This design comes from an exercise in tuning for small area, a short achievable clock period and few clock cycles per item on the open sky130 flow, not from production work. Where RTL was checked, it was by simulation tests only, not by an equivalence proof against the original. For run 6, only the layout was checked, not whether the RTL still works.

**flow/config.mk**
```make
export PLATFORM = sky130hd
export DESIGN_NAME = tv_div
export DESIGN_NICKNAME = tv_div
export VERILOG_FILES = /design/flow/design.v
export SDC_FILE = /design/flow/constraint.sdc
export NUM_CORES = 4
export LEC_CHECK = 0
export ABC_AREA = 1
export CAP_MARGIN = 20
export CORE_MARGIN = 2
export CORE_UTILIZATION = 40
export GPL_ROUTABILITY_DRIVEN = 0
export PLACE_DENSITY = 0.75
export SETUP_SLACK_MARGIN = 2.5
export SLEW_MARGIN = 20
```
**flow/flow/run.sh**
```bash
#!/bin/bash
# The standard layout, with the port buffers made of plain buffers (buf_1) instead of the
# default delay-buffer cell, and the resizer free to pick any cell footprint.
set -euo pipefail
bash standard.sh BUFFER_PORTS_ARGS="-buffer_cell sky130_fd_sc_hd__buf_1" MATCH_CELL_FOOTPRINT=0 finish > make_finish.log 2>&1
```
**flow/design.v**
```verilog
localparam XLEN = 32;
localparam XLEN_BYTES = XLEN / 8;
localparam RESET_VECTOR = 32'h00000000;
localparam INSTR_LEN = 32;
localparam INSTR_LEN_BYTES = INSTR_LEN / 8;
localparam DATA_LEN = XLEN;
localparam DATA_LEN_BYTES = DATA_LEN / 8;
localparam INSTR_MEM_WIDTH = XLEN;
localparam INSTR_MEM_DEPTH = 1024;
localparam INSTR_MEM_ADDR_WIDTH = $clog2(INSTR_MEM_DEPTH * INSTR_MEM_WIDTH / 8);
localparam INSTR_MEM_TAG_WIDTH = XLEN;
localparam DATA_MEM_WIDTH = XLEN;
localparam DATA_MEM_DEPTH = 1024;
localparam DATA_MEM_ADDR_WIDTH = $clog2(DATA_MEM_DEPTH * DATA_MEM_WIDTH / 8);
localparam REG_FILE_DEPTH = 32;
localparam REG_FILE_ADDR_WIDTH = $clog2(REG_FILE_DEPTH);
typedef struct packed {
  logic [31:0]             instr;
  logic [XLEN-1:0]         instr_tag;
  logic [4:0]              rs1_addr;
  logic [4:0]              rs2_addr;
  logic [XLEN-1:0]         imm;
  logic                    imm_valid;
  logic [4:0]              rd_addr;
  logic [$clog2(XLEN)-1:0] shamt;
  logic                    predicted_taken;
  logic alu;
  logic rs1;
  logic rs2;
  logic imm12;
  logic rd;
  logic shimm5;
  logic imm20;
  logic pc;
  logic load;
  logic store;
  logic lsu;
  logic add;
  logic sub;
  logic land;
  logic lor;
  logic lxor;
  logic sll;
  logic sra;
  logic srl;
  logic slt;
  logic unsign;
  logic condbr;
  logic beq;
  logic bne;
  logic bge;
  logic blt;
  logic jal;
  logic by;
  logic half;
  logic word;
  logic mul;
  logic rs1_sign;
  logic rs2_sign;
  logic low;
  logic div;
  logic rem;
  logic mac;
  logic macrst;
  logic nop;
  logic legal;
} idu0_out_t;
typedef struct packed {
  logic alu;
  logic rs1;
  logic rs2;
  logic imm12;
  logic rd;
  logic shimm5;
  logic imm20;
  logic pc;
  logic load;
  logic store;
  logic lsu;
  logic add;
  logic sub;
  logic land;
  logic lor;
  logic lxor;
  logic sll;
  logic sra;
  logic srl;
  logic slt;
  logic unsign;
  logic condbr;
  logic beq;
  logic bne;
  logic bge;
  logic blt;
  logic jal;
  logic by;
  logic half;
  logic word;
  logic mul;
  logic rs1_sign;
  logic rs2_sign;
  logic low;
  logic div;
  logic rem;
  logic mac;
  logic macrst;
  logic nop;
  logic legal;
} decode_out_t;
typedef struct packed {
  logic [31:0]             instr;
  logic [XLEN-1:0]         instr_tag;
  logic [XLEN-1:0]         rs1_data;
  logic [XLEN-1:0]         rs2_data;
  logic [4:0]              rs1_addr;
  logic [4:0]              rs2_addr;
  logic [XLEN-1:0]         imm;
  logic                    imm_valid;
  logic [4:0]              rd_addr;
  logic [$clog2(XLEN)-1:0] shamt;
  logic                    predicted_taken;
  logic alu;
  logic rs1;
  logic rs2;
  logic imm12;
  logic rd;
  logic shimm5;
  logic imm20;
  logic pc;
  logic load;
  logic store;
  logic lsu;
  logic add;
  logic sub;
  logic land;
  logic lor;
  logic lxor;
  logic sll;
  logic sra;
  logic srl;
  logic slt;
  logic unsign;
  logic condbr;
  logic beq;
  logic bne;
  logic bge;
  logic blt;
  logic jal;
  logic by;
  logic half;
  logic word;
  logic mul;
  logic rs1_sign;
  logic rs2_sign;
  logic low;
  logic div;
  logic rem;
  logic mac;
  logic macrst;
  logic nop;
  logic legal;
} idu1_out_t;
typedef struct packed {
  logic [31:0] instr;
  logic [XLEN-1:0] instr_tag;
  logic [4:0] rs1_addr;
  logic [4:0] rs2_addr;
  logic [4:0] rd_addr;
  logic mul;
  logic mac;
  logic macrst;
  logic alu;
  logic div;
  logic lsu;
} last_issued_instr_t;
typedef enum logic [2:0] {
  LSU_IDLE,
  LSU_LOAD_1,
  LSU_LOAD_2,
  LSU_DONE
} lsu_state_t;
module dff #(
    parameter int WIDTH = 1
) (
    input logic [WIDTH-1:0] din,
    input logic             clk,
    output logic [WIDTH-1:0] dout
);
  always_ff @(posedge clk) begin
    dout[WIDTH-1:0] <= din[WIDTH-1:0];
  end
endmodule
module dff_rst #(
    parameter int WIDTH = 1,
    parameter logic [WIDTH-1:0] RESET_VAL = 0
) (
    input logic [WIDTH-1:0] din,
    input logic             clk,
    input logic             rst_n,
    output logic [WIDTH-1:0] dout
);
  always_ff @(posedge clk) begin
    if (!rst_n) dout[WIDTH-1:0] <= RESET_VAL[WIDTH-1:0];
    else dout[WIDTH-1:0] <= din[WIDTH-1:0];
  end
endmodule
module dff_rst_flush #(
    parameter int WIDTH = 1,
    parameter logic [WIDTH-1:0] RESET_VAL = 0
) (
    input logic [WIDTH-1:0] din,
    input logic             clk,
    input logic             rst_n,
    input logic             flush,
    output logic [WIDTH-1:0] dout
);
  logic [WIDTH-1:0] din_i;
  logic [WIDTH-1:0] dout_i;
  assign din_i[WIDTH-1:0] = (flush) ? RESET_VAL[WIDTH-1:0] : din[WIDTH-1:0];
  assign dout[WIDTH-1:0]  = (flush) ? RESET_VAL[WIDTH-1:0] : dout_i[WIDTH-1:0];
  dff_rst_en #(WIDTH, RESET_VAL) dff_rst_inst (
      .din(din_i[WIDTH-1:0]),
      .clk(clk),
      .rst_n(rst_n),
      .en(~flush),
      .dout(dout_i[WIDTH-1:0])
  );
endmodule
module dff_rst_vector #(
    parameter int WIDTH = 1,
    parameter logic [WIDTH-1:0] RESET_VAL = 0
) (
    input  logic [WIDTH-1:0] din,
    input  logic             clk,
    input  logic             rst_n,
    input  logic [WIDTH-1:0] reset_val,
    output logic [WIDTH-1:0] dout
);
  always_ff @(posedge clk) begin
    if (!rst_n) dout[WIDTH-1:0] <= reset_val[WIDTH-1:0];
    else dout[WIDTH-1:0] <= din[WIDTH-1:0];
  end
endmodule
module dff_rst_en #(
    parameter int WIDTH = 1,
    parameter logic [WIDTH-1:0] RESET_VAL = 0
) (
    input logic [WIDTH-1:0] din,
    input logic             clk,
    input logic             rst_n,
    input logic             en,
    output logic [WIDTH-1:0] dout
);
  dff_rst #(WIDTH, RESET_VAL) dff_rst_inst (
      .din((en) ? din[WIDTH-1:0] : dout[WIDTH-1:0]),
      .*
  );
endmodule
module dff_rst_en_flush #(
    parameter int WIDTH = 1,
    parameter logic [WIDTH-1:0] RESET_VAL = 0
) (
    input logic [WIDTH-1:0] din,
    input logic             clk,
    input logic             rst_n,
    input logic             en,
    input logic             flush,
    output logic [WIDTH-1:0] dout
);
  logic [WIDTH-1:0] din_i;
  logic [WIDTH-1:0] dout_i;
  assign din_i[WIDTH-1:0] = (flush) ? RESET_VAL[WIDTH-1:0] : din[WIDTH-1:0];
  assign dout[WIDTH-1:0]  = (flush) ? RESET_VAL[WIDTH-1:0] : dout_i[WIDTH-1:0];
  dff_rst_en #(WIDTH, RESET_VAL) dff_rst_en_inst (
      .din  (din_i[WIDTH-1:0]),
      .clk  (clk),
      .rst_n(rst_n),
      .en   (en),
      .dout (dout_i[WIDTH-1:0])
  );
endmodule
module dff_rst_en_vector #(
    parameter int WIDTH = 1,
    parameter logic [WIDTH-1:0] RESET_VAL = 0
) (
    input logic [WIDTH-1:0] din,
    input logic             clk,
    input logic             rst_n,
    input logic [WIDTH-1:0] reset_val,
    input logic             en,
    output logic [WIDTH-1:0] dout
);
  dff_rst_vector #(WIDTH, RESET_VAL) dff_rst_inst (
      .din((en) ? din[WIDTH-1:0] : dout[WIDTH-1:0]),
      .*
  );
endmodule
module pc #(
    parameter int PC_WIDTH = 32,
    parameter logic [PC_WIDTH-1:0] INC_AMOUNT = 4
) (
    input logic                  clk,
    input logic                  rst_n,
    input logic [PC_WIDTH-1:0]   reset_vector,
    input logic                  load,
    input logic                  inc,
    input logic                  stall,
    input logic                  predict_take_branch,
    input logic [PC_WIDTH-1:0]   predict_target_pc_in,
    input  logic [PC_WIDTH-1:0] pc_in,
    output logic [PC_WIDTH-1:0] pc_out,
    output logic                pc_out_valid
);
    logic [PC_WIDTH-1:0] pc_d, pc_q;
    logic update_pc;
    dff_rst_en_vector #(PC_WIDTH) pc_dff (
        .clk      (clk),
        .rst_n    (rst_n),
        .reset_val(reset_vector[PC_WIDTH-1:0]),
        .en       (update_pc),
        .din      (pc_d[PC_WIDTH-1:0]),
        .dout     (pc_q[PC_WIDTH-1:0])
    );
    logic [PC_WIDTH-1:0] last_pc;
    always_ff @(posedge clk) begin
        if (!rst_n) begin
            last_pc <= 'b0;
        end else if (!stall) begin
            last_pc <= pc_q;
        end
    end
  always_comb begin
        pc_out_valid = 1'b1;  
        if (load) begin
            update_pc = 1'b1;
            pc_d = pc_in;
        end else if (stall) begin
            update_pc = 1'b0;
            pc_d = 'b0;  
        end else if (predict_take_branch) begin
            update_pc = 1'b1;
            pc_d = predict_target_pc_in + 4;
        end else if (inc) begin
            update_pc = 1'b1;
            pc_d = pc_q + INC_AMOUNT;
        end else begin
            update_pc = 1'b0;
            pc_d = 'b0;  
            pc_out_valid = 1'b0;
        end
    end
    assign pc_out[PC_WIDTH-1:0] = (stall) ? last_pc[PC_WIDTH-1:0] : pc_q[PC_WIDTH-1:0];
endmodule
module twoscomp #(
    parameter WIDTH = 32
) (
    input logic [WIDTH-1:0] din,
    output logic [WIDTH-1:0] dout
);
  logic [WIDTH-1:1] dout_temp;   
  genvar i;
  for (i = 1; i < WIDTH; i++) begin : flip_after_first_one
    assign dout_temp[i] = (|din[i-1:0]) ? ~din[i] : din[i];
  end : flip_after_first_one
  assign dout[WIDTH-1:0] = {dout_temp[WIDTH-1:1], din[0]};
endmodule   
module tv_div (
    input  logic        clk,
    input  logic        rst_n,
    input  logic        start,          
    input  logic        op_unsigned,    
    input  logic        op_rem,         
    input  logic [31:0] dividend,
    input  logic [31:0] divisor,
    output logic        busy,
    output logic        result_valid,
    output logic [31:0] result
);
  localparam logic [1:0] S_IDLE = 2'd0, S_ALIGN = 2'd1, S_ITER = 2'd2, S_DONE = 2'd3;
  logic [1:0]  state;
  logic [31:0] r, q;
  logic [34:0] n;        
  logic        c;
  logic [4:0]  cnt;
  logic        rem, neg;
  function automatic logic [5:0] lzc32(input logic [31:0] x);
    logic [15:0] v1; logic [15:0] c1;
    logic [7:0]  v2; logic [1:0] c2 [8];
    logic [3:0]  v3; logic [2:0] c3 [4];
    logic [1:0]  v4; logic [3:0] c4 [2];
    logic [4:0]  c5;
    for (int i = 0; i < 16; i++) begin
      v1[i] = x[2*i+1] | x[2*i];
      c1[i] = ~x[2*i+1];
    end
    for (int i = 0; i < 8; i++) begin
      v2[i] = v1[2*i+1] | v1[2*i];
      c2[i] = v1[2*i+1] ? {1'b0, c1[2*i+1]} : {1'b1, c1[2*i]};
    end
    for (int i = 0; i < 4; i++) begin
      v3[i] = v2[2*i+1] | v2[2*i];
      c3[i] = v2[2*i+1] ? {1'b0, c2[2*i+1]} : {1'b1, c2[2*i]};
    end
    for (int i = 0; i < 2; i++) begin
      v4[i] = v3[2*i+1] | v3[2*i];
      c4[i] = v3[2*i+1] ? {1'b0, c3[2*i+1]} : {1'b1, c3[2*i]};
    end
    c5 = v4[1] ? {1'b0, c4[1]} : {1'b1, c4[0]};
    lzc32 = (v4[1] | v4[0]) ? {1'b0, c5} : 6'd32;
  endfunction
  function automatic logic [31:0] cneg32(input logic [31:0] x, input logic s);
    logic [31:0] o [6];   
    o[0] = x;
    for (int k = 0; k < 5; k++)
      for (int i = 0; i < 32; i++)
        o[k+1][i] = ((i >> k) & 1) ? (o[k][i] | o[k][((i >> k) << k) - 1]) : o[k][i];
    cneg32 = x ^ ({32{s}} & {o[5][30:0], 1'b0});
  endfunction
  wire align = (state == S_ALIGN);
  wire iter  = (state == S_ITER);
  wire signed_op = ~op_unsigned;
  wire [31:0] dm  = ~n[31:0];
  wire [5:0]  lz_r = lzc32(r);
  wire [5:0]  lz_d = lzc32(dm);
  wire [5:0]  sh   = lz_d - lz_r;                  
  wire        dz   = c & ~|dm;                     
  wire        same = (lz_r == lz_d);
  wire [4:0]  sh_odd = (sh[5] ? 5'd31 : sh[4:0]) | 5'd1;    
  wire [65:0] n_fill = {n, {31{c}}} << sh_odd;     
  wire [34:0] n_al   = n_fill[65:31];
  wire [34:0] x0 = {3'b000, r} + n + {34'd0, c};
  wire        g0 = ~x0[34] & (iter | (align & same));
  wire [31:0] r1 = g0 ? x0[31:0] : r;
  wire [34:0] x1 = {3'b000, r1} + {n[34], n[34:1]} + {34'd0, c};
  wire        g1 = ~x1[34] & iter;
  wire [31:0] r2 = g1 ? x1[31:0] : r1;
  wire lt = x0[34];                   
  assign busy         = iter | (align & ~lt);
  assign result_valid = (state == S_DONE) | (align & lt);
  wire cap = start & ~busy;
  wire [31:0] abs_a = cneg32(dividend, signed_op & dividend[31]);
  wire        sb    = signed_op & divisor[31];
  always_ff @(posedge clk) begin
    if (!rst_n) state <= S_IDLE;
    else begin
      case (state)
        S_ALIGN: state <= lt ? (cap ? S_ALIGN : S_IDLE) : ((dz | same) ? S_DONE : S_ITER);
        S_ITER:  state <= (cnt == 5'd0) ? S_DONE : S_ITER;
        default: state <= cap ? S_ALIGN : S_IDLE;
      endcase
    end
  end
  always_ff @(posedge clk) begin
    cnt <= align ? {1'b0, sh_odd[4:1]} : cnt - 5'd1;
    if (cap) begin
      r   <= abs_a;
      n   <= {3'b111, divisor ^ {32{~sb}}};
      c   <= ~sb;
      rem <= op_rem;
      neg <= signed_op & (op_rem ? dividend[31] : (dividend[31] ^ divisor[31]));
    end else begin
      r <= r2;
      n <= align ? n_al : {{2{n[34]}}, n[34:2]};
      if (align & dz & ~rem) neg <= 1'b0;
    end
    if (cap) q <= 32'd0;
    else     q <= {q[29:0], align ? 2'b00 : {g0, g1}} | {31'd0, align & g0} | {32{align & dz}};
  end
  wire [31:0] x = rem ? r : q;
  assign result = cneg32(x, neg);
endmodule
```
**flow/constraint.sdc**
```tcl
create_clock -name core_clock -period 7.5 [get_ports {clk}]
set_input_delay 1.5000 -clock core_clock [delete_from_list [all_inputs] [get_ports {clk}]]
set_output_delay 1.5000 -clock core_clock [all_outputs]
set_load 0.01 [all_outputs]
```
**flow/standard.sh**
```bash
#!/bin/bash
# synth_recipe.tcl (not shown) runs the flow's synth.tcl, then flattens the netlist and writes it again
# the make line also repeats each setting of config.mk as NAME=value (left out here)
make -C /OpenROAD-flow-scripts/flow DESIGN_CONFIG=/design/flow/config.mk WORK_HOME=/design/flow/orfs CLKGATE_MAP_FILE= SYNTH_SCRIPT=/design/flow/synth_recipe.tcl "${@:-finish}"
```
==> out/qor.yml, run 1 <==
run_status:
  run_status: "finished clean"
grt:
  antenna_found_initial: 1
  wire_length_of_the_first_global_routing_pass_mm: 75.1
  total_global_routing_overflow: 0
  grt_pass1_vias: 13837
  maximum_number_of_pins_on_one_net_before_global_route_repair: 79
  groute.usage.overall_pct: 28.5
min_path:
  holdCritPathClass: "reg -> reg"
final_layout:
  final-seq-area_um2: 2350
  antenna-diode-count: 0
  fin_nets: 2377
  leading_cell_type_in_the_layout_fill_and_taps_excluded: "nand2_1"
  final_cell_mix: "568 x nand2_1, 298 x nand3_1, 219 x inv_1"
  filler_cell_count_in_the_final_layout: 3268
  layout.cell_area.non_filler_um2: 14500
  layout_area_overhead_pct: 12.8
  multi_input_area_um2: 9550
  post_route_cells_drive_above_1_share_pct: 10.3
  fin_cells: 2639
  final_util_pct: 45.8
clock_tree:
  cts_root_buffer_type: "clkbuf_16"
  tritoncts_clock_tree: "built"
  clock_latency_ps: 370
  clk_path_buf_depth: 2
  cts_buffers: 9
  cts-htree-levels: 3
  clkSlewWorstSetupHoldPaths_ps: 80
  cts_sinks: 109
worst_setup_path:
  worstPathArrival_ps: 5220
  worstSetupStartpointType: "register"
  cp_top_family: "compound AO/OA/AOI/OAI gates"
  worst-setup-path-type: "reg -> reg"
  critPathSlowestCell: "dfxtp_1"
  path_common_cell: "inv_1"
  cp_data_required_time_ps: 7710
  critPathMaxFanout: 23
  regToRegSetupSlack_ps: 2500
  endpoint_kind: "register"
  critical-path-max-stage-delay_ps: 420
  path_buf_inv: 7
timing:
  final_min_period_over_clock_period_pct: 66.7
  clock_skew_ps: 13.0
  max-slew-margin-rel_pct: 32.3
  period_needed_ps: 5000
  setup_slack_ps: 2500
  rsz0062_at_grt: "yes"
  max_clock_freq_mhz: 200
  slew_viol_final: 0
  final_hold_fails: 0
  totalNegativeSetupSlack_ps: 0
  setup_viol: 0
  worst_slew_pin_slew_ps: 1020
  hold-worst-slack_ps: 470
placement:
  post-place-cells: 2579
  dp_worst_setup_slack_ps: 1250
  placedInstanceArea_um2: 13300
  hpwlAfterDp_mm: 36.9
  count_of_port_buffers_added_during_placement: 102
run:
  maxCapViolCount: 0
synth:
  synth-edff-count: 3
  postSynthNetCount: 2287
  postSynthRegisterBits: 109
  postSynthAreaPerCell_um2: 5.99
  synth.top_cell.area_share_pct: 16.9
  synth_area_leaders: "nand2_1 17%, dfxtp_1 17%, nand3_1 12%"
  synth-seq-area-share_pct: 17.3
  top_reg_cell_synth: "dfxtp_1"
  yosys_warnings: 9
  synth.largest_area_cell: "nand2_1"
  synth.distinct_cells: 55
  mapped_area_um2: 12800
  syn-instance-count: 2142
  share_of_async_settable_or_async_resettable_flops_after_synthesis_pct: 0
die:
  rows: 65
  dieArea_um2: 33500
  boundaryPins: 103
  floorplan.initialDensity_pct: 40.6
  die-width_um: 183
  dieHeight_um: 183
  core_region_area_um2: 31600
routing:
  drt-pass1-iter-count: 6
  routedWlPerCell_um: 18.9
  total_routed_wirelength_mm: 49.8
  drt.antenna.violating_nets: 0
  avgViaCountPerCell: 5.84
  route.vias.total: 15410
  detailedRoute.firstIterationViolations: 2454
  detail_route.drc_violations: 0
logic make-up after synthesis:
family | count (synthesis) | synth area share [%]
xor+xnor | 144 | 9.84
fa+ha+maj | 76 | 7.71
compound gates | 359 | 15.6
flops | 109 | 17.3
simple gates | 1133 | 38.5
mux | 10 | 0.781
buf+inv | 311 | 10.4
synthesized netlist by cell type (8+ instances only):
library cell / instances
a21o_1: 8
a21oi_1: 122
buf_1: 8
buf_2: 29
buf_4: 13
buf_6: 10
clkbuf_1: 19
dfxtp_1: 106
ha_1: 71
inv_1: 223
mux2i_1: 10
nand2_1: 577
nand2_2: 14
nand3_1: 299
nand4_1: 17
nor2_1: 165
nor2_2: 15
nor3_1: 24
o211ai_1: 11
o21ai_0: 143
o21ai_1: 17
o21bai_1: 9
o22ai_1: 14
xnor2_1: 47
xor2_1: 97
layer usage:
layer | vias up | GRT usage [%] | wire [um]
li1 | 7232 | - | -
met1 | 6895 | 37.7 | 19700
met2 | 1062 | 42.5 | 20500
met3 | 219 | 8.10 | 6630
met4 | 2 | 13.9 | 3000
met5 | - | 0 | 13
worst register-to-register path, cell delays in order, from the launching register on:
cell and delay [ps]:
dfxtp_1 420, inv_1 150, o21ai_0 170, a31oi_1 60
o221ai_1 170, a21oi_1 110, o211ai_1 390, o31ai_4 170
ha_4 310, nand4_4 110, o21ai_4 190, buf_4 170
nand2_8 130, o21ai_1 370, inv_1 90, ha_1 340
inv_1 50, nor3_1 190, inv_1 100, nor3_2 260
nand3_1 100, nand4_1 100, nand2_1 100, buf_12 200
clkinv_8 120, o21ai_0 110, nand3_1 90, o21ai_1 90
final timing paths:
kind | from | endpoint | depth (start not counted)
setup / recovery | r[21] | r[21] | 27
hold / removal | cnt[4] | cnt[4] | 2
setup reg to reg | r[21] | r[21] | 27
hold reg to reg | cnt[4] | cnt[4] | 2
area by class of cell:
type | count | share of cell area, %
Timing Repair inverter | 1 | 0.0779
Clock inverter | 5 | 0.433
Sequential cell | 109 | 16.2
Clock buffer | 11 | 1.75
Inverter | 232 | 6.15
Timing Repair Buffer | 156 | 5.85
Tap cell | 402 | 3.48
Multi-Input combinational cell | 1723 | 66.0
state kept, by name, summed over array words and instances (netlist names):
name   cells
state      2
n         35
cnt        5
c          1
q         32
rem        1
neg        1
r         32
what timing repair did:
item | in CTS | in global routing
endpoints found under the setup margin | 48 | 65
hold buffers | 0 | 0
pin swaps | 3 | 22
setup buffers | 7 | 35
cloned | 2 | 0
resized for setup | 66 | 109
Testbench counts, summed over its fixed seeds: cycles 10,379, divides 2,400.
==> run 2, diff against run 1 <==
--- a/flow/config.mk
+++ b/flow/config.mk
@@ -10,6 +10,5 @@
 export CORE_MARGIN = 2
 export CORE_UTILIZATION = 40
 export GPL_ROUTABILITY_DRIVEN = 0
-export PLACE_DENSITY = 0.75
 export SETUP_SLACK_MARGIN = 2.5
 export SLEW_MARGIN = 20
==> out/qor.yml, run 2 <==
min_path:
  worstHoldPathCells: 2  # unchanged
  holdCritPathClass: "reg -> reg"  # unchanged
worst_setup_path:
  critical-path-max-stage-delay_ps: 430  # was 420 ps
  cp_data_required_time_ps: 7760  # was 7710 ps
  regToRegSetupSlack_ps: 2630  # was 2500 ps
  worst-setup-path-type: "reg -> reg"  # unchanged
  timing.critical_path.from: "r[31]"  # was r[21]
  critPathMaxFanout: 14  # was 23
  cp_top_family: "simple AND/OR/NAND/NOR gates"  # was compound AO/OA/AOI/OAI gates
  critical_path_depth: 28  # was 27
  ff2ff_path_depth: 28  # was 27
  critPathSlowestCell: "dfxtp_1"  # unchanged
  endpoint_kind: "register"  # unchanged
  worstPathArrival_ps: 5130  # was 5220 ps
  timing.critical_path.to: "r[26]"  # was r[21]
  worstSetupStartpointType: "register"  # unchanged
  timing.rr.start: "r[31]"  # was r[21]
  path_buf_inv: 3  # was 7
  regToRegEndpoint: "r[26]"  # was r[21]
final_layout:
  fin_nets: 2390  # was 2377
  layout.cell_area.non_filler_um2: 14600  # was 14500 um^2
  largestRegisters: "n (35), q (32), r (32)"  # unchanged
  layout_area_overhead_pct: 14.2  # was 12.8%
  post_route_cells_drive_above_1_share_pct: 11.0  # was 10.3%
  filler_cell_count_in_the_final_layout: 3424  # was 3268
  top_register: "n"  # unchanged
  antenna-diode-count: 0  # unchanged
  leading_cell_type_in_the_layout_fill_and_taps_excluded: "nand2_1"  # unchanged
  largest_reg_flops: 35  # unchanged
  final_cell_mix: "567 x nand2_1, 297 x nand3_1, 218 x inv_1"  # was 568 x nand2_1, 298 x nand3_1, 219 x inv_1
clock_tree:
  cts_sinks: 109  # unchanged
  clk_path_buf_depth: 2  # unchanged
  clock_latency_ps: 380  # was 370 ps
  clkSlewWorstSetupHoldPaths_ps: 80  # about the same
  cts_root_buffer_type: "clkbuf_16"  # unchanged
  cts_buffers: 9  # unchanged
  cts-htree-levels: 3  # unchanged
  tritoncts_clock_tree: "built"  # unchanged
grt:
  grt_pass1_vias: 13375  # was 13837
  groute.usage.overall_pct: 29.2  # was 28.5%
  antenna_found_initial: 0  # was 1
  total_global_routing_overflow: 0  # unchanged
  wire_length_of_the_first_global_routing_pass_mm: 75.4  # was 75.1 mm
  maximum_number_of_pins_on_one_net_before_global_route_repair: 84  # was 79
timing:
  setup_viol: 0  # unchanged
  max_clock_freq_mhz: 205  # was 200 MHz
  period_needed_ps: 4870  # was 5000 ps
  clock_skew_ps: 12.2  # was 13.0 ps
  rsz0062_at_grt: "no"  # was yes
  max-slew-margin-rel_pct: 25.4  # was 32.3%
  slew_viol_final: 0  # unchanged
  final_hold_fails: 0  # unchanged
  totalNegativeSetupSlack_ps: 0  # unchanged
  worst_slew_pin_slew_ps: 1120  # was 1020 ps
  final_min_period_over_clock_period_pct: 64.9  # was 66.7%
synth:
  top_reg_cell_synth: "dfxtp_1"  # unchanged
  synth_area_leaders: "nand2_1 17%, dfxtp_1 17%, nand3_1 12%"  # unchanged
  postSynthRegisterBits: 109  # unchanged
  mapped_area_um2: 12800  # unchanged
  synth.top_cell.area_share_pct: 16.9  # unchanged
  post_synth_most_frequent_cells: "577 x nand2_1, 299 x nand3_1, 223 x inv_1"  # unchanged
  synth-edff-count: 3  # unchanged
  syn-instance-count: 2142  # unchanged
  yosys_warnings: 9  # unchanged
  postSynthAreaPerCell_um2: 5.99  # unchanged
  synth.largest_area_cell: "nand2_1"  # unchanged
  share_of_async_settable_or_async_resettable_flops_after_synthesis_pct: 0  # unchanged
  postSynthNetCount: 2287  # unchanged
  synth-seq-area-share_pct: 17.3  # unchanged
  synth.distinct_cells: 55  # unchanged
  post-synth-top-count-cell: "nand2_1"  # unchanged
routing:
  avgViaCountPerCell: 5.60  # was 5.84
  total_routed_wirelength_mm: 50.2  # was 49.8 mm
  route.vias.total: 14839  # was 15410
  detailedRoute.firstIterationViolations: 1735  # was 2454
  drt-pass1-iter-count: 6  # unchanged
  detail_route.drc_violations: 0  # unchanged
  routedWlPerCell_um: 18.9  # about the same
  drt.antenna.violating_nets: 0  # unchanged
die:
  boundaryPins: 103  # unchanged
  die-width_um: 183  # unchanged
  dieHeight_um: 183  # unchanged
  floorplan.initialDensity_pct: 40.6  # unchanged
  dieArea_um2: 33500  # unchanged
  core_region_area_um2: 31600  # unchanged
  rows: 65  # unchanged
placement:
  count_of_port_buffers_added_during_placement: 102  # unchanged
  placedInstanceArea_um2: 13400  # was 13300 um^2
  hpwlAfterDp_mm: 37.4  # was 36.9 mm
run_status:
  run_status: "finished clean"  # unchanged
run:
  maxCapViolCount: 0  # unchanged
-- run 2: cell counts after synthesis --
Identical to the previous run, type by type.
-- run 2: how the worst min path moves through the flow --
stage | start | end | slack, ps
2_1_floorplan | cnt[0] | cnt[0] | 430
3_3_place_gp | cnt[4] | cnt[4] | 450
3_5_place_dp | q[5] | q[7] | 450
4_1_cts | cnt[4] | cnt[4] | 470
5_1_grt | q[28] | q[30] | 500
6_report | q[28] | q[30] | 470
-- run 2: final cells by class --
type / instances / area (um^2) / area share, %
Timing Repair Buffer: 168 / 977 / 6.67
Clock inverter: 4 / 36.3 / 0.248
Inverter: 232 / 900 / 6.14
Tap cell: 402 / 503 / 3.44
Clock buffer: 12 / 267 / 1.82
Sequential cell: 109 / 2340 / 16.0
Multi-Input combinational cell: 1724 / 9610 / 65.6
Timing Repair inverter: 1 / 11.3 / 0.0769
-- run 2: cells by family (layout without fill, tap and decap cells) --
logic type                 count (synthesis)  in the layout  share of synthesized area [%]
muxes                                     10             10                          0.781
xor gates and xnor gates                 144            144                           9.84
buffers and inverters                    311            417                           10.4
and+or+nand+nor                         1133           1135                           38.5
AOI/OAI and AO/OA                        359            359                           15.6
adders and majority gates                 76             76                           7.71
DFF                                      109            109                           17.3
-- run 2: worst reg2reg max path, delay by kind of cell (launching register included) --
family          cells  cell delay (ps)
compound gates      8             1390
xor+xnor            1              210
fa+ha+maj           2              680
buf+inv             3              390
flops               1              430
simple gates       14             1660
-- run 2: metrics by stage --
step	hold WS, ps	util, %	worst slack, ps	cells
after global routing	495	46.4	2460	2652
after floorplan	435	-	2770	2142
after global placement	446	42.4	1290	2584
after detailed placement	455	42.4	1170	2584
after CTS	471	44.3	2520	2616
final	472	46.4	2630	2652
-- run 2: what timing repair did --
action,in CTS,in global routing
pin swaps,5,17
setup endpoints to repair,42,60
gates resized for setup,70,116
setup buffers,13,34
hold buffers,0,0
cloned,3,2
-- run 2: layer usage --
metal  vias to the layer above  global-route usage, %  share of wire (%)
li1                       7248                      -                  -
met5                         -                      0                  0
met1                      6691                   41.9                 44
met4                         0                   11.5                4.2
met2                       781                   43.1                 41
met3                       119                   5.32                 11
==> run 3, diff against run 2 <==
--- a/flow/config.mk
+++ b/flow/config.mk
@@ -10,5 +10,6 @@
 export CORE_MARGIN = 2
 export CORE_UTILIZATION = 40
 export GPL_ROUTABILITY_DRIVEN = 0
+export PLACE_DENSITY = 0.42
 export SETUP_SLACK_MARGIN = 2.5
 export SLEW_MARGIN = 20
==> out/qor.yml, run 3 <==
run_status:
  run_status: "finished clean"  # unchanged
worst_setup_path:
  critPathMaxFanout: 19  # was 14
  cp_data_required_time_ps: 7800  # was 7760 ps
  critical-path-max-stage-delay_ps: 340  # was 430 ps
  worstPathArrival_ps: 5180  # was 5130 ps
  path_common_cell: "nand2_1"
  endpoint_kind: "register"  # unchanged
  worst-setup-path-type: "reg -> reg"  # unchanged
  critPathSlowestCell: "dfxtp_1"  # unchanged
  worstSetupStartpointType: "register"  # unchanged
min_path:
  holdCritPathClass: "reg -> reg"  # unchanged
synth:
  synth.top_cell.area_share_pct: 16.9  # unchanged
  postSynthRegisterBits: 109  # unchanged
  postSynthNetCount: 2287  # unchanged
  synth-edff-count: 3  # unchanged
  yosys_warnings: 9  # unchanged
  syn-instance-count: 2142  # unchanged
  synth_compound_area_share_pct: 15.6  # unchanged
  mapped_area_um2: 12800  # unchanged
  synth_mux_area_share_pct: 0.781  # unchanged
  share_of_async_settable_or_async_resettable_flops_after_synthesis_pct: 0  # unchanged
  post_synth_most_frequent_cells: "577 x nand2_1, 299 x nand3_1, 223 x inv_1"  # unchanged
  synth.largest_area_cell: "nand2_1"  # unchanged
  combinational_family_with_the_most_area_after_synthesis: "simple AND/OR/NAND/NOR gates"  # unchanged
  synth-seq-area-share_pct: 17.3  # unchanged
  postSynthAreaPerCell_um2: 5.99  # unchanged
  synth_area_leaders: "nand2_1 17%, dfxtp_1 17%, nand3_1 12%"  # unchanged
  synth-simple-area-share_pct: 38.5  # unchanged
  yosys.area_share.xor_xnor_pct: 9.84  # unchanged
  post-synth-top-count-cell: "nand2_1"  # unchanged
  top_reg_cell_synth: "dfxtp_1"  # unchanged
  synth-adder-area-share_pct: 7.71  # unchanged
  synth.distinct_cells: 55  # unchanged
timing:
  final_hold_fails: 0  # unchanged
  worst_slew_pin_slew_ps: 923  # was 1120 ps
  totalNegativeSetupSlack_ps: 0  # unchanged
  hold-worst-slack_ps: 473  # was 472 ps
  period_needed_ps: 4870  # about the same
  max_clock_freq_mhz: 205  # about the same
  max-slew-margin-rel_pct: 38.3  # was 25.4%
  setup_slack_ps: 2630  # about the same
  setup_viol: 0  # unchanged
  final_min_period_over_clock_period_pct: 65.0  # was 64.9%
  rsz0062_at_grt: "yes"  # was no
  clock_skew_ps: 15.6  # was 12.2 ps
  slew_viol_final: 0  # unchanged
grt:
  grt_pass1_vias: 13125  # was 13375
  antenna_found_initial: 0  # unchanged
  total_global_routing_overflow: 0  # unchanged
  groute.usage.overall_pct: 31.5  # was 29.2%
  wire_length_of_the_first_global_routing_pass_mm: 79.7  # was 75.4 mm
  maximum_number_of_pins_on_one_net_before_global_route_repair: 68  # was 84
clock_tree:
  tritoncts_clock_tree: "built"  # unchanged
  clock_latency_ps: 390  # was 380 ps
  cts_buffers: 9  # unchanged
  hold_buffers: 0  # unchanged
  cts_root_buffer_type: "clkbuf_16"  # unchanged
  cts-htree-levels: 3  # unchanged
  clkSlewWorstSetupHoldPaths_ps: 90  # was 80 ps
  cts_sinks: 109  # unchanged
  clk_path_buf_depth: 2  # unchanged
final_layout:
  antenna-diode-count: 0  # unchanged
  final_cell_mix: "573 x nand2_1, 299 x nand3_1, 219 x inv_1"  # was 567 x nand2_1, 297 x nand3_1, 218 x inv_1
  fin_nets: 2385  # was 2390
  top_register: "n"  # unchanged
  largestRegisters: "n (35), q (32), r (32)"  # unchanged
  filler_cell_count_in_the_final_layout: 3510  # was 3424
  layout_area_overhead_pct: 13.9  # was 14.2%
  leading_cell_type_in_the_layout_fill_and_taps_excluded: "nand2_1"  # unchanged
  post_route_cells_drive_above_1_share_pct: 10.5  # was 11.0%
  largest_reg_flops: 35  # unchanged
  layout.cell_area.non_filler_um2: 14600  # about the same
routing:
  wirelength_met1_mm: 25.1  # was 22.2 mm
  detail_route.drc_violations: 0  # unchanged
  detailedRoute.firstIterationViolations: 1554  # was 1735
  drt-pass1-iter-count: 6  # unchanged
  top_layer: "met4"  # unchanged
  avgViaCountPerCell: 5.56  # was 5.60
  drt.antenna.violating_nets: 0  # unchanged
  routedWlPerCell_um: 20.3  # was 18.9 um
  route.vias.total: 14719  # was 14839
  total_routed_wirelength_mm: 53.6  # was 50.2 mm
  met2_length_mm: 22.6  # was 20.4 mm
  detailroute.wirelength.met3_mm: 4.91  # was 5.54 mm
die:
  core_region_area_um2: 31600  # unchanged
  dieArea_um2: 33500  # unchanged
  die-width_um: 183  # unchanged
  rows: 65  # unchanged
  floorplan.initialDensity_pct: 40.6  # unchanged
  boundaryPins: 103  # unchanged
  dieHeight_um: 183  # unchanged
placement:
  dp_worst_setup_slack_ps: 1160  # was 1170 ps
  count_of_port_buffers_added_during_placement: 102  # unchanged
  placedInstanceArea_um2: 13400  # about the same
  hpwlAfterDp_mm: 40.3  # was 37.4 mm
run:
  maxCapViolCount: 0  # unchanged
run 3: cell types whose count changed in the layout (fill, tap and decap cells not counted), sizes merged:
cell / before / now
buf: 166 / 162
clkbuf: 14 / 10
clkinvlp: 1 / 3
clkinv: 3 / 4
run 3: layout make-up:
type / instances / area (um^2) / area share, %
multi-input combinational: 1724 / 9590 / 65.6
sequential: 109 / 2320 / 15.9
timing repair buffer: 163 / 1010 / 6.95
inverter: 232 / 890 / 6.09
tap: 402 / 503 / 3.44
clock buffer: 9 / 225 / 1.54
clock inverter: 7 / 57.6 / 0.394
timing repair inverter: 1 / 11.3 / 0.0771
run 3: worst max-delay path, delay by kind of cell, from the launching register on:
family	cells	cell delay (ps)
simple gates	17	2100
buf+inv	9	1140
compound gates	4	590
fa+ha+maj	2	560
flops	1	340
run 3: layer usage:
metal | vias to the layer above | track usage (%)
li1 | 7261 | -
met1 | 6769 | 46.6
met2 | 639 | 47.2
met3 | 50 | 5.20
met4 | 0 | 7.71
met5 | - | 0
run 3: cells by family (layout without fill, tap and decap cells):
| logic type | count (synthesis) | in the layout |
|---|---|---|
| simple gates | 1133 | 1135 |
| compound gates | 359 | 359 |
| buf+inv | 311 | 412 |
| xor+xnor | 144 | 144 |
| flops | 109 | 109 |
| fa+ha+maj | 76 | 76 |
| mux | 10 | 10 |
run 3: final timing paths:
path / from / to / slack, ps / cells after the start
worst max register to register: n[13] / r[27] / 2630 / 32
worst max-delay path: n[13] / r[27] / 2630 / 32
worst min register to register: q[26] / q[28] / 470 / 2
worst min-delay path: q[26] / q[28] / 470 / 2
run 3: repair_timing:
item | 4_1_cts | 5_1_grt
buffers inserted | 11 | 32
pin swaps | 6 | 15
setup endpoints to repair | 38 | 47
cloned | 4 | 0
gates resized for setup | 83 | 84
run 3: metrics by stage:
| stage | std cells | util (%) |
|---|---|---|
| after floorplan | 2142 | - |
| after CTS | 2615 | 44.5 |
| after global placement | 2584 | 42.5 |
| final | 2647 | 46.3 |
| after detailed placement | 2584 | 42.5 |
| after global routing | 2647 | 46.3 |
==> run 4, diff against run 3 <==
--- a/flow/config.mk
+++ b/flow/config.mk
@@ -10,6 +10,6 @@
 export CORE_MARGIN = 2
 export CORE_UTILIZATION = 40
 export GPL_ROUTABILITY_DRIVEN = 0
-export PLACE_DENSITY = 0.42
+export PLACE_DENSITY = 0.5
 export SETUP_SLACK_MARGIN = 2.5
 export SLEW_MARGIN = 20
==> out/qor.yml, run 4 <==
synth:
  synth-seq-area-share_pct: 17.3  # unchanged
  combinational_family_with_the_most_area_after_synthesis: "simple AND/OR/NAND/NOR gates"  # unchanged
  synth.distinct_cells: 55  # unchanged
  syn-instance-count: 2142  # unchanged
  synth_mux_area_share_pct: 0.781  # unchanged
  post_synth_most_frequent_cells: "577 x nand2_1, 299 x nand3_1, 223 x inv_1"  # unchanged
  mapped_area_um2: 12800  # unchanged
  share_of_async_settable_or_async_resettable_flops_after_synthesis_pct: 0  # unchanged
  synth-edff-count: 3  # unchanged
  synth-simple-area-share_pct: 38.5  # unchanged
  synth_compound_area_share_pct: 15.6  # unchanged
  post-synth-top-count-cell: "nand2_1"  # unchanged
  synth.largest_area_cell: "nand2_1"  # unchanged
  yosys.area_share.xor_xnor_pct: 9.84  # unchanged
  postSynthRegisterBits: 109  # unchanged
  synth.top_cell.area_share_pct: 16.9  # unchanged
  synth_area_leaders: "nand2_1 17%, dfxtp_1 17%, nand3_1 12%"  # unchanged
  postSynthNetCount: 2287  # unchanged
  top_reg_cell_synth: "dfxtp_1"  # unchanged
  yosys_warnings: 9  # unchanged
  postSynthAreaPerCell_um2: 5.99  # unchanged
  synth-adder-area-share_pct: 7.71  # unchanged
clock_tree:
  cts-htree-levels: 3  # unchanged
  cts_buffers: 9  # unchanged
  tritoncts_clock_tree: "built"  # unchanged
  cts_root_buffer_type: "clkbuf_16"  # unchanged
  cts_sinks: 109  # unchanged
  hold_buffers: 0  # unchanged
  clk_path_buf_depth: 2  # unchanged
  clock_latency_ps: 390  # about the same
  clkSlewWorstSetupHoldPaths_ps: 80  # was 90 ps
grt:
  wire_length_of_the_first_global_routing_pass_mm: 78.0  # was 79.7 mm
  grtUsageMet2_pct: 45.1  # was 47.2%
  total_global_routing_overflow: 0  # unchanged
  antenna_found_initial: 0  # unchanged
  groute.usage.overall_pct: 30.7  # was 31.5%
  grt_pass1_vias: 13124  # was 13125
  grt_use_met1_pct: 46.0  # was 46.6%
  peak_usage_layer_in_the_global_routing_report: "met1"  # was met2
  maximum_number_of_pins_on_one_net_before_global_route_repair: 83  # was 68
  grt_util_met3_pct: 4.33  # was 5.20%
die:
  dieHeight_um: 183  # unchanged
  core_region_area_um2: 31600  # unchanged
  dieArea_um2: 33500  # unchanged
  boundaryPins: 103  # unchanged
  rows: 65  # unchanged
  floorplan.initialDensity_pct: 40.6  # unchanged
  die-width_um: 183  # unchanged
final_layout:
  largestRegisters: "n (35), q (32), r (32)"  # unchanged
  fin_nets: 2379  # was 2385
  layout_area_overhead_pct: 14.7  # was 13.9%
  final_util_pct: 46.6  # was 46.3%
  final_cell_mix: "567 x nand2_1, 298 x nand3_1, 218 x inv_1"  # was 573 x nand2_1, 299 x nand3_1, 219 x inv_1
  top_register: "n"  # unchanged
  leading_cell_type_in_the_layout_fill_and_taps_excluded: "nand2_1"  # unchanged
  layout.cell_area.non_filler_um2: 14700  # was 14600 um^2
  largest_reg_flops: 35  # unchanged
  post_route_cells_drive_above_1_share_pct: 11.0  # was 10.5%
timing:
  worst_slew_pin_slew_ps: 998  # was 923 ps
  max-slew-margin-rel_pct: 33.4  # was 38.3%
  clock_skew_ps: 16.0  # was 15.6 ps
  rsz0062_at_grt: "yes"  # unchanged
  final_min_period_over_clock_period_pct: 64.3  # was 65.0%
  final_hold_fails: 0  # unchanged
  setup_viol: 0  # unchanged
  totalNegativeSetupSlack_ps: 0  # unchanged
  max_clock_freq_mhz: 207  # was 205 MHz
  period_needed_ps: 4820  # was 4870 ps
  setup_slack_ps: 2680  # was 2630 ps
  slew_viol_final: 0  # unchanged
worst_setup_path:
  critPathMaxFanout: 14  # was 19
  critPathSlowestCell: "dfxtp_2"  # was dfxtp_1
  regToRegSetupSlack_ps: 2680  # was 2630 ps
  timing.rr.start: "n[24]"  # was n[13]
  cp_top_family: "simple AND/OR/NAND/NOR gates"  # unchanged
  cp_data_required_time_ps: 7740  # was 7800 ps
  endpoint_kind: "register"  # unchanged
  path_buf_inv: 5  # was 9
  critical-path-max-stage-delay_ps: 470  # was 340 ps
  timing.critical_path.to: "r[22]"  # was r[27]
  worstSetupStartpointType: "register"  # unchanged
  worstPathArrival_ps: 5060  # was 5180 ps
  worst-setup-path-type: "reg -> reg"  # unchanged
  regToRegEndpoint: "r[22]"  # was r[27]
  ff2ff_path_depth: 29  # was 32
  critical_path_depth: 29  # was 32
  timing.critical_path.from: "n[24]"  # was n[13]
routing:
  route.vias.total: 14693  # was 14719
  drt.antenna.violating_nets: 0  # unchanged
  drt-pass1-iter-count: 6  # unchanged
  routedWlPerCell_um: 20.0  # was 20.3 um
  total_routed_wirelength_mm: 52.7  # was 53.6 mm
  detailedRoute.firstIterationViolations: 1908  # was 1554
  avgViaCountPerCell: 5.56  # about the same
  detail_route.drc_violations: 0  # unchanged
run:
  maxCapViolCount: 0  # unchanged
placement:
  placedInstanceArea_um2: 13400  # about the same
  hpwlAfterDp_mm: 39.6  # was 40.3 mm
  dp_worst_setup_slack_ps: 1070  # was 1160 ps
  count_of_port_buffers_added_during_placement: 102  # unchanged
run_status:
  run_status: "finished clean"  # unchanged
min_path:
  holdCritPathClass: "reg -> reg"  # unchanged
## run 4: through the flow
step	cells	hold slack [ps]
5_1_grt	2641	481
2_1_floorplan	2142	435
4_1_cts	2618	465
6_report	2642	465
3_5_place_dp	2587	457
3_3_place_gp	2587	447
## run 4: how the worst min path moves through the flow
stage / to / cells past startpoint / startpoint / slack (ps)
2_1_floorplan: cnt[0] / 1 / cnt[0] / 430
3_3_place_gp: cnt[4] / 2 / cnt[4] / 450
3_5_place_dp: q[21] / 2 / q[19] / 460
4_1_cts: q[28] / 2 / q[26] / 470
5_1_grt: cnt[4] / 2 / cnt[4] / 480
6_report: cnt[4] / 2 / cnt[4] / 460
## run 4: cell type report
class,count,area [um^2]
repair buffers,157,921
repair inverters,1,11.3
multi-input cells,1724,9780
fillers,3474,16900
clock buffers,9,225
diodes,1,2.50
flip-flops and latches,109,2290
inverters,232,903
clock inverters,7,63.8
well taps,402,503
## run 4: worst min-delay path, delay by kind of cell (launching register included)
family	cells	cell delay, ps
flops	1	320
simple gates	1	60
compound gates	1	50
## run 4: cells by family after synthesis
| group | after synthesis |
|---|---|
| fa+ha+maj | 76 |
| mux | 10 |
| xor+xnor | 144 |
| buf+inv | 311 |
| compound gates | 359 |
| flops | 109 |
| simple gates | 1133 |
## run 4: repair_timing
action | 4_1_cts | 5_1_grt
pin swaps | 6 | 25
gates resized for setup | 73 | 118
gates cloned | 3 | 1
buffers inserted | 12 | 22
setup endpoints to repair | 33 | 71
## run 4: routing by layer
layer	vias to the layer above	wire [um]
met3	67	4580
met2	652	21800
met4	0	1550
met5	-	0
met1	6727	24800
li1	7247	-
==> run 5, diff against run 4 <==
--- a/flow/config.mk
+++ b/flow/config.mk
@@ -10,6 +10,5 @@
 export CORE_MARGIN = 2
 export CORE_UTILIZATION = 40
 export GPL_ROUTABILITY_DRIVEN = 0
-export PLACE_DENSITY = 0.5
-export SETUP_SLACK_MARGIN = 2.5
+export SETUP_SLACK_MARGIN = 2.3
 export SLEW_MARGIN = 20
==> out/qor.yml, run 5 <==
timing:
  setup_slack_ps: 2450  # was 2680 ps
  rsz0062_at_grt: "yes"  # unchanged
  totalNegativeSetupSlack_ps: 0  # unchanged
  max-slew-margin-rel_pct: 26.9  # was 33.4%
  final_hold_fails: 0  # unchanged
  slew_viol_final: 0  # unchanged
  max_clock_freq_mhz: 198  # was 207 MHz
  worst_slew_pin_slew_ps: 1100  # was 998 ps
  clock_skew_ps: 11.7  # was 16.0 ps
  period_needed_ps: 5050  # was 4820 ps
  setup_viol: 0  # unchanged
  final_min_period_over_clock_period_pct: 67.4  # was 64.3%
synth:
  synth.largest_area_cell: "nand2_1"  # unchanged
  synth_area_leaders: "nand2_1 17%, dfxtp_1 17%, nand3_1 12%"  # unchanged
  postSynthAreaPerCell_um2: 5.99  # unchanged
  synth.distinct_cells: 55  # unchanged
  synth.top_cell.area_share_pct: 16.9  # unchanged
  synth-seq-area-share_pct: 17.3  # unchanged
  post-synth-top-count-cell: "nand2_1"  # unchanged
  mapped_area_um2: 12800  # unchanged
  synth-edff-count: 3  # unchanged
  syn-instance-count: 2142  # unchanged
  postSynthRegisterBits: 109  # unchanged
  share_of_async_settable_or_async_resettable_flops_after_synthesis_pct: 0  # unchanged
  postSynthNetCount: 2287  # unchanged
  top_reg_cell_synth: "dfxtp_1"  # unchanged
  yosys_warnings: 9  # unchanged
  post_synth_most_frequent_cells: "577 x nand2_1, 299 x nand3_1, 223 x inv_1"  # unchanged
run:
  maxCapViolCount: 0  # unchanged
final_layout:
  multi_input_area_um2: 9570  # was 9780 um^2
  filler_cell_count_in_the_final_layout: 3441  # was 3474
  leading_cell_type_in_the_layout_fill_and_taps_excluded: "nand2_1"  # unchanged
  largest_reg_flops: 35  # unchanged
  final_util_pct: 45.6  # was 46.6%
  final-seq-area_um2: 2290  # about the same
  fin_nets: 2368  # was 2379
  layout_area_overhead_pct: 12.3  # was 14.7%
  post_route_cells_drive_above_1_share_pct: 8.93  # was 11.0%
  final_cell_mix: "573 x nand2_1, 299 x nand3_1, 221 x inv_1"  # was 567 x nand2_1, 298 x nand3_1, 218 x inv_1
  largestRegisters: "n (35), q (32), r (32)"  # unchanged
  fin_cells: 2630  # was 2642
  antenna-diode-count: 0  # was 1
  top_register: "n"  # unchanged
min_path:
  holdCritPathClass: "reg -> reg"  # unchanged
worst_setup_path:
  worstPathArrival_ps: 5290  # was 5060 ps
  critPathMaxFanout: 11  # was 14
  critical-path-max-stage-delay_ps: 580  # was 470 ps
  worst-setup-path-type: "reg -> reg"  # unchanged
  endpoint_kind: "register"  # unchanged
  critPathSlowestCell: "dfxtp_1"  # was dfxtp_2
  path_buf_inv: 5  # unchanged
  cp_data_required_time_ps: 7740  # about the same
  worstSetupStartpointType: "register"  # unchanged
  cp_top_family: "simple AND/OR/NAND/NOR gates"  # unchanged
die:
  dieArea_um2: 33500  # unchanged
  die-width_um: 183  # unchanged
  dieHeight_um: 183  # unchanged
  boundaryPins: 103  # unchanged
  core_region_area_um2: 31600  # unchanged
  floorplan.initialDensity_pct: 40.6  # unchanged
  rows: 65  # unchanged
routing:
  routedWlPerCell_um: 19.0  # was 20.0 um
  drt-pass1-iter-count: 6  # unchanged
  avgViaCountPerCell: 5.65  # was 5.56
  detailedRoute.firstIterationViolations: 1997  # was 1908
  total_routed_wirelength_mm: 50.0  # was 52.7 mm
  route.vias.total: 14853  # was 14693
  detail_route.drc_violations: 0  # unchanged
  drt.antenna.violating_nets: 0  # unchanged
grt:
  grt_pass1_vias: 13277  # was 13124
  total_global_routing_overflow: 0  # unchanged
  groute.usage.overall_pct: 28.6  # was 30.7%
  maximum_number_of_pins_on_one_net_before_global_route_repair: 84  # was 83
  wire_length_of_the_first_global_routing_pass_mm: 73.8  # was 78.0 mm
  antenna_found_initial: 0  # unchanged
placement:
  dp_worst_setup_slack_ps: 1170  # was 1070 ps
  post-place-cells: 2584  # was 2587
  count_of_port_buffers_added_during_placement: 102  # unchanged
  hpwlAfterDp_mm: 37.4  # was 39.6 mm
clock_tree:
  tritoncts_clock_tree: "built"  # unchanged
  cts_buffers: 9  # unchanged
  clk_path_buf_depth: 2  # unchanged
  cts-htree-levels: 3  # unchanged
  cts_root_buffer_type: "clkbuf_16"  # unchanged
  clock_latency_ps: 380  # was 390 ps
  clkSlewWorstSetupHoldPaths_ps: 80  # about the same
  cts_sinks: 109  # unchanged
run_status:
  run_status: "finished clean"  # unchanged
[run 5: layout make-up]
| cell class | count | area share (%) |
|---|---|---|
| Multi-Input combinational cell | 1724 | 66.4 |
| Clock inverter | 4 | 0.252 |
| Sequential cell | 109 | 15.9 |
| Timing Repair inverter | 1 | 0.0782 |
| Clock buffer | 12 | 1.85 |
| Timing Repair Buffer | 146 | 5.73 |
| Inverter | 232 | 6.25 |
| Tap cell | 402 | 3.49 |
[run 5: path summary, 6_finish.rpt]
kind         start  endpoint  slack (ps)  cells after the start
max          r[23]     r[17]        2450                     28
min          q[28]     q[30]         470                      2
max reg2reg  r[23]     r[17]        2450                     28
min reg2reg  q[28]     q[30]         470                      2
[run 5: what timing repair did]
action / CTS / global route
pin swaps: 1 / 15
hold buffers: 0 / 0
endpoints found under the setup margin: 35 / 33
setup buffers: 3 / 21
cloned: 0 / 6
resized for setup: 42 / 98
[run 5: metrics by stage]
step | hold slack, ps | instance area, um^2
floorplan | 435 | 12800
global placement | 446 | 13400
detailed placement | 455 | 13400
CTS | 471 | 13800
global route | 495 | 14400
finish | 471 | 14400
[run 5: worst reg2reg max path, delay by kind of cell, from the launching register on]
| family | cells | cell delay (ps) |
|---|---|---|
| flops | 1 | 580 |
| compound gates | 7 | 1120 |
| simple gates | 14 | 1900 |
| fa+ha+maj | 2 | 660 |
| buf+inv | 5 | 670 |
[run 5: cell families (layout without fill, tap and decap cells)]
family	after synthesis	count (layout)	share of synthesized area (%)
flip-flops	109	109	17.3
multiplexers	10	10	0.781
XOR/XNOR	144	144	9.84
AND/OR/NAND/NOR	1133	1135	38.5
adder cells (fa/ha/maj)	76	76	7.71
buffers and inverters	311	395	10.4
AO/OA/AOI/OAI	359	359	15.6
[run 5: routing by layer]
layer,global-route usage (%),part of all wire (%),vias up
li1,-,-,7219
met1,41.1,44,6725
met2,41.9,41,791
met3,5.06,11,118
met4,11.7,4.0,0
met5,0,0,-
==> run 6, diff against run 5 <==
--- a/flow/design.v
+++ b/flow/design.v
@@ -376,7 +376,7 @@
     output logic        result_valid,
     output logic [31:0] result
 );
-  localparam logic [1:0] S_IDLE = 2'd0, S_ALIGN = 2'd1, S_ITER = 2'd2, S_DONE = 2'd3;
+  localparam logic [1:0] S_IDLE = 2'd0, S_ITER = 2'd1, S_DONE = 2'd2;
   logic [1:0]  state;
   logic [31:0] r, q;
   logic [34:0] n;        
@@ -416,55 +416,60 @@
         o[k+1][i] = ((i >> k) & 1) ? (o[k][i] | o[k][((i >> k) << k) - 1]) : o[k][i];
     cneg32 = x ^ ({32{s}} & {o[5][30:0], 1'b0});
   endfunction
-  wire align = (state == S_ALIGN);
-  wire iter  = (state == S_ITER);
+  wire iter = (state == S_ITER);
   wire signed_op = ~op_unsigned;
-  wire [31:0] dm  = ~n[31:0];
-  wire [5:0]  lz_r = lzc32(r);
-  wire [5:0]  lz_d = lzc32(dm);
-  wire [5:0]  sh   = lz_d - lz_r;                  
-  wire        dz   = c & ~|dm;                     
-  wire        same = (lz_r == lz_d);
-  wire [4:0]  sh_odd = (sh[5] ? 5'd31 : sh[4:0]) | 5'd1;    
-  wire [65:0] n_fill = {n, {31{c}}} << sh_odd;     
-  wire [34:0] n_al   = n_fill[65:31];
+  wire        sa = signed_op & dividend[31];
+  wire        sb = signed_op & divisor[31];
+  wire [31:0] a1 = dividend ^ {32{sa}};            
+  wire [31:0] b1 = divisor  ^ {32{sb}};            
+  wire [31:0] abs_a = cneg32(dividend, sa);
+  wire        dz = ~|divisor;
+  logic [31:0] hi [6];   
+  always_comb begin
+    hi[0] = {1'b0, a1[31:1]};
+    for (int k = 0; k < 5; k++)
+      for (int i = 0; i < 32; i++)
+        hi[k+1][i] = ((~i >> k) & 1) && ((((i >> k) | 1) << k) < 32)
+                     ? (hi[k][i] | hi[k][(((i >> k) | 1) << k)]) : hi[k][i];
+  end
+  wire pa = sa & ~|(hi[5] & ~a1);
+  wire [6:0] t  = 7'(lzc32(b1)) - 7'(lzc32(a1));
+  wire       z  = t[6] & ~((t == 7'h7f) & pa);       
+  wire [4:0] sh1 = t[6] ? 5'd1 : (t[4:0] | 5'd1);
+  wire       sh2 = ~t[6] & t[0] & pa;
+  wire [34:0] n_in  = {3'b111, ~b1};               
+  wire [65:0] n_f   = {n_in, {31{~sb}}} << sh1;    
+  wire [34:0] n_sh  = sh2 ? {n_f[63:31], {2{~sb}}} : n_f[65:31];
+  wire [4:0]  cnt_in = {1'b0, sh1[4:1]} + {4'd0, sh2};    
   wire [34:0] x0 = {3'b000, r} + n + {34'd0, c};
-  wire        g0 = ~x0[34] & (iter | (align & same));
+  wire        g0 = ~x0[34] & iter;
   wire [31:0] r1 = g0 ? x0[31:0] : r;
   wire [34:0] x1 = {3'b000, r1} + {n[34], n[34:1]} + {34'd0, c};
   wire        g1 = ~x1[34] & iter;
   wire [31:0] r2 = g1 ? x1[31:0] : r1;
-  wire lt = x0[34];                   
-  assign busy         = iter | (align & ~lt);
-  assign result_valid = (state == S_DONE) | (align & lt);
-  wire cap = start & ~busy;
-  wire [31:0] abs_a = cneg32(dividend, signed_op & dividend[31]);
-  wire        sb    = signed_op & divisor[31];
+  assign busy         = iter;
+  assign result_valid = (state == S_DONE);
+  wire cap = start & ~iter;
   always_ff @(posedge clk) begin
     if (!rst_n) state <= S_IDLE;
-    else begin
-      case (state)
-        S_ALIGN: state <= lt ? (cap ? S_ALIGN : S_IDLE) : ((dz | same) ? S_DONE : S_ITER);
-        S_ITER:  state <= (cnt == 5'd0) ? S_DONE : S_ITER;
-        default: state <= cap ? S_ALIGN : S_IDLE;
-      endcase
-    end
+    else if (iter) state <= (cnt == 5'd0) ? S_DONE : S_ITER;
+    else           state <= cap ? ((z | dz) ? S_DONE : S_ITER) : S_IDLE;
   end
   always_ff @(posedge clk) begin
-    cnt <= align ? {1'b0, sh_odd[4:1]} : cnt - 5'd1;
     if (cap) begin
       r   <= abs_a;
-      n   <= {3'b111, divisor ^ {32{~sb}}};
+      n   <= n_sh;
       c   <= ~sb;
+      cnt <= cnt_in;
+      q   <= {32{dz}};
       rem <= op_rem;
-      neg <= signed_op & (op_rem ? dividend[31] : (dividend[31] ^ divisor[31]));
+      neg <= signed_op & (op_rem ? dividend[31] : ((dividend[31] ^ divisor[31]) & ~dz));
     end else begin
-      r <= r2;
-      n <= align ? n_al : {{2{n[34]}}, n[34:2]};
-      if (align & dz & ~rem) neg <= 1'b0;
+      r   <= r2;                      
+      q   <= {q[29:0], g0, g1};
+      n   <= {{2{n[34]}}, n[34:2]};
+      cnt <= cnt - 5'd1;
     end
-    if (cap) q <= 32'd0;
-    else     q <= {q[29:0], align ? 2'b00 : {g0, g1}} | {31'd0, align & g0} | {32{align & dz}};
   end
   wire [31:0] x = rem ? r : q;
   assign result = cneg32(x, neg);
==> flow/flow/run.sh (replaced) <==
#!/bin/bash
# The standard layout, with the port buffers made of plain buffers (buf_4) instead of the
# default delay-buffer cell, and the resizer free to pick any cell footprint.
set -euo pipefail
bash standard.sh BUFFER_PORTS_ARGS="-buffer_cell sky130_fd_sc_hd__buf_4" MATCH_CELL_FOOTPRINT=0 finish > make_finish.log 2>&1
--- a/flow/config.mk
+++ b/flow/config.mk
@@ -9,6 +9,5 @@
 export CAP_MARGIN = 20
 export CORE_MARGIN = 2
 export CORE_UTILIZATION = 40
-export GPL_ROUTABILITY_DRIVEN = 0
-export SETUP_SLACK_MARGIN = 2.3
+export SETUP_SLACK_MARGIN = 3.0
 export SLEW_MARGIN = 20
==> out/qor.yml, run 6 <==
min_path:
  worstHoldEndpoint: "q[31]"  # was q[30]
  worst_hold_startpoint: "q[29]"  # was q[28]
  worstHoldPathCells: 2  # unchanged
timing:
  period_needed_ps: 4920  # was 5050 ps
  totalNegativeSetupSlack_ps: 0  # unchanged
  max_clock_freq_mhz: 203  # was 198 MHz
  final_hold_fails: 0  # unchanged
worst_setup_path:
  timing.rr.start: "n[9]"  # was r[23]
  regToRegEndpoint: "r[6]"  # was r[17]
  worstSetupStartpointType: "input port"  # was register
  cp_top_family: "simple AND/OR/NAND/NOR gates"  # unchanged
  critical-path-max-stage-delay_ps: 530  # was 580 ps
  worst-setup-path-type: "in -> reg"  # was reg -> reg
  worstPathArrival_ps: 5050  # was 5290 ps
die:
  rows: 69  # was 65
  floorplan.initialDensity_pct: 40.3  # was 40.6%
  die-width_um: 193  # was 183 um
  dieHeight_um: 193  # was 183 um
synth:
  syn-instance-count: 2554  # was 2142
  synth_compound_area_share_pct: 13.6  # was 15.6%
  post_synth_most_frequent_cells: "893 x nand2_1, 316 x nand3_1, 281 x inv_1"  # was 577 x nand2_1, 299 x nand3_1, 223 x inv_1
  postSynthAreaPerCell_um2: 5.57  # was 5.99 um^2
  top_reg_cell_synth: "dfxtp_1"  # unchanged
  synth-adder-area-share_pct: 7.03  # was 7.71%
routing:
  total_routed_wirelength_mm: 65.2  # was 50.0 mm
  detail_route.drc_violations: 0  # unchanged
  detailedRoute.firstIterationViolations: 2168  # was 1997
  avgViaCountPerCell: 5.68  # was 5.65
clock_tree:
  hold_buffers: 0  # unchanged
  clock_latency_ps: 370  # was 380 ps
  tritoncts_clock_tree: "built"  # unchanged
run:
  maxCapViolCount: 0  # unchanged
placement:
  hpwlAfterDp_mm: 47.0  # was 37.4 mm
  post-place-cells: 3044  # was 2584
  dp_worst_setup_slack_ps: 1030  # was 1170 ps
grt:
  groute.usage.overall_pct: 34.0  # was 28.6%
  antenna_found_initial: 0  # unchanged
  total_global_routing_overflow: 0  # unchanged
final_layout:
  fin_cells: 3230  # was 2630
  largest_reg_flops: 35  # unchanged
  fin_nets: 2911  # was 2368
  leading_cell_type_in_the_layout_fill_and_taps_excluded: "nand2_1"  # unchanged
  final_cell_mix: "776 x nand2_1, 271 x nand3_1, 260 x inv_1"  # was 573 x nand2_1, 299 x nand3_1, 221 x inv_1
  post_route_cells_drive_above_1_share_pct: 24.4  # was 8.93%
run_status:
  run_status: "finished clean"  # unchanged
[run 6: cell types whose count changed in the layout (fill, tap and decap cells not counted), moves of 28 or more]
cell / previous run / this run
xor2_1: 97 / 54
nand2_2: 17 / 102
buf_4: 32 / 215
buf_1: 102 / 0
nand2_1: 573 / 776
inv_1: 221 / 260
nand3_2: 2 / 41
nand3_1: 299 / 271
[run 6: routing by layer]
layer	track usage (%)	part of all wire, %	vias to the layer above
met2	55.7	45	967
met5	0	0	-
met3	3.98	7.7	187
met1	44.2	42	8466
li1	-	-	8727
met4	16.4	5.7	0
[run 6: worst register-to-register path, delay by kind of cell (launching register included)]
family	cells	cell delay [ps]
fa+ha+maj	2	670
buf+inv	6	810
compound gates	5	1010
simple gates	14	1650
flops	1	450
[run 6: cell type report]
class | instances | area, um^2 | area share [%]
tap | 461 | 577 | 2.97
timing repair buffer | 273 | 2680 | 13.8
inverter | 291 | 1180 | 6.06
multi-input combinational | 2077 | 12500 | 64.1
sequential | 109 | 2240 | 11.5
clock buffer | 11 | 243 | 1.25
timing repair inverter | 4 | 30.0 | 0.154
clock inverter | 4 | 31.3 | 0.161
[run 6: cells by family (layout without fill, tap and decap cells)]
group / after synthesis / in the layout
AOI/OAI and AO/OA: 360 / 360
xor gates and xnor gates: 112 / 112
adders and majority gates: 77 / 77
buffers and inverters: 380 / 583
muxes: 5 / 5
DFF: 109 / 109
and+or+nand+nor: 1511 / 1523
[run 6: worst max-delay path by stage]
stage                             from     end  slack, ps  depth (start not counted)
final                      op_unsigned   n[34]       2580                         24
after global routing       op_unsigned    n[2]       2430                         28
after CTS                  op_unsigned   n[34]       2820                         30
after detailed placement   op_unsigned   n[34]       1030                         22
after global placement     op_unsigned   n[34]       1130                         23
after floorplan           dividend[31]  cnt[1]       2840                         27
[run 6: through the flow]
step | hold slack, ps | area, um^2 | utilization (%)
after global placement | 431 | 15400 | 43.7
after global routing | 466 | 19400 | 55.1
after floorplan | 422 | 14500 | -
after detailed placement | 433 | 15400 | 43.7
after CTS | 446 | 18600 | 52.7
final | 445 | 19400 | 55.1
[run 6: what timing repair did]
action                                  in CTS  in global routing
endpoints found under the setup margin      94                 86
gates cloned                                24                  4
resized for setup                          331                140
pin swaps                                   86                 92
setup buffers                              114                 29

[what the ideal ports hide]
The results above use ideal ports. As a check the final layouts listed here were re-extracted and re-timed, cells and wires unchanged. Step 1, drivers: a clkbuf_16 drives clk and a buf_2 each remaining input, both assumed. Step 2 moves the port delays by t, midway between the first and last clock arrival at a register: inputs arrive t later, outputs are due t later. That takes back most of the time a late clock gives input paths. Slacks: no drivers / after step 1 / after step 2; pairs: no drivers / after step 1.
run	shift t [ns]	setup WS [ns]	worst setup path after step 2	latest minus earliest clock arrival (ns)
run 1	0.410	2.497 / 2.497 / 2.497	register to register	0.013 / 0.013
run 2	0.430	2.630 / 2.630 / 2.630	register to register	0.013 / 0.013
run 3	0.430	2.627 / 2.627 / 2.627	register to register	0.016 / 0.016
run 4	0.435	2.678 / 2.678 / 2.678	register to register	0.016 / 0.016
run 5	0.428	2.448 / 2.448 / 2.448	register to register	0.012 / 0.012
run 6	0.418	2.578 / 2.560 / 2.142	input to register	0.016 / 0.015
After both steps setup and hold are still met in every run listed. For run 6, which loses most, drivers alone change the setup slack by -0.018 ns; drivers and shift together by -0.436 ns.
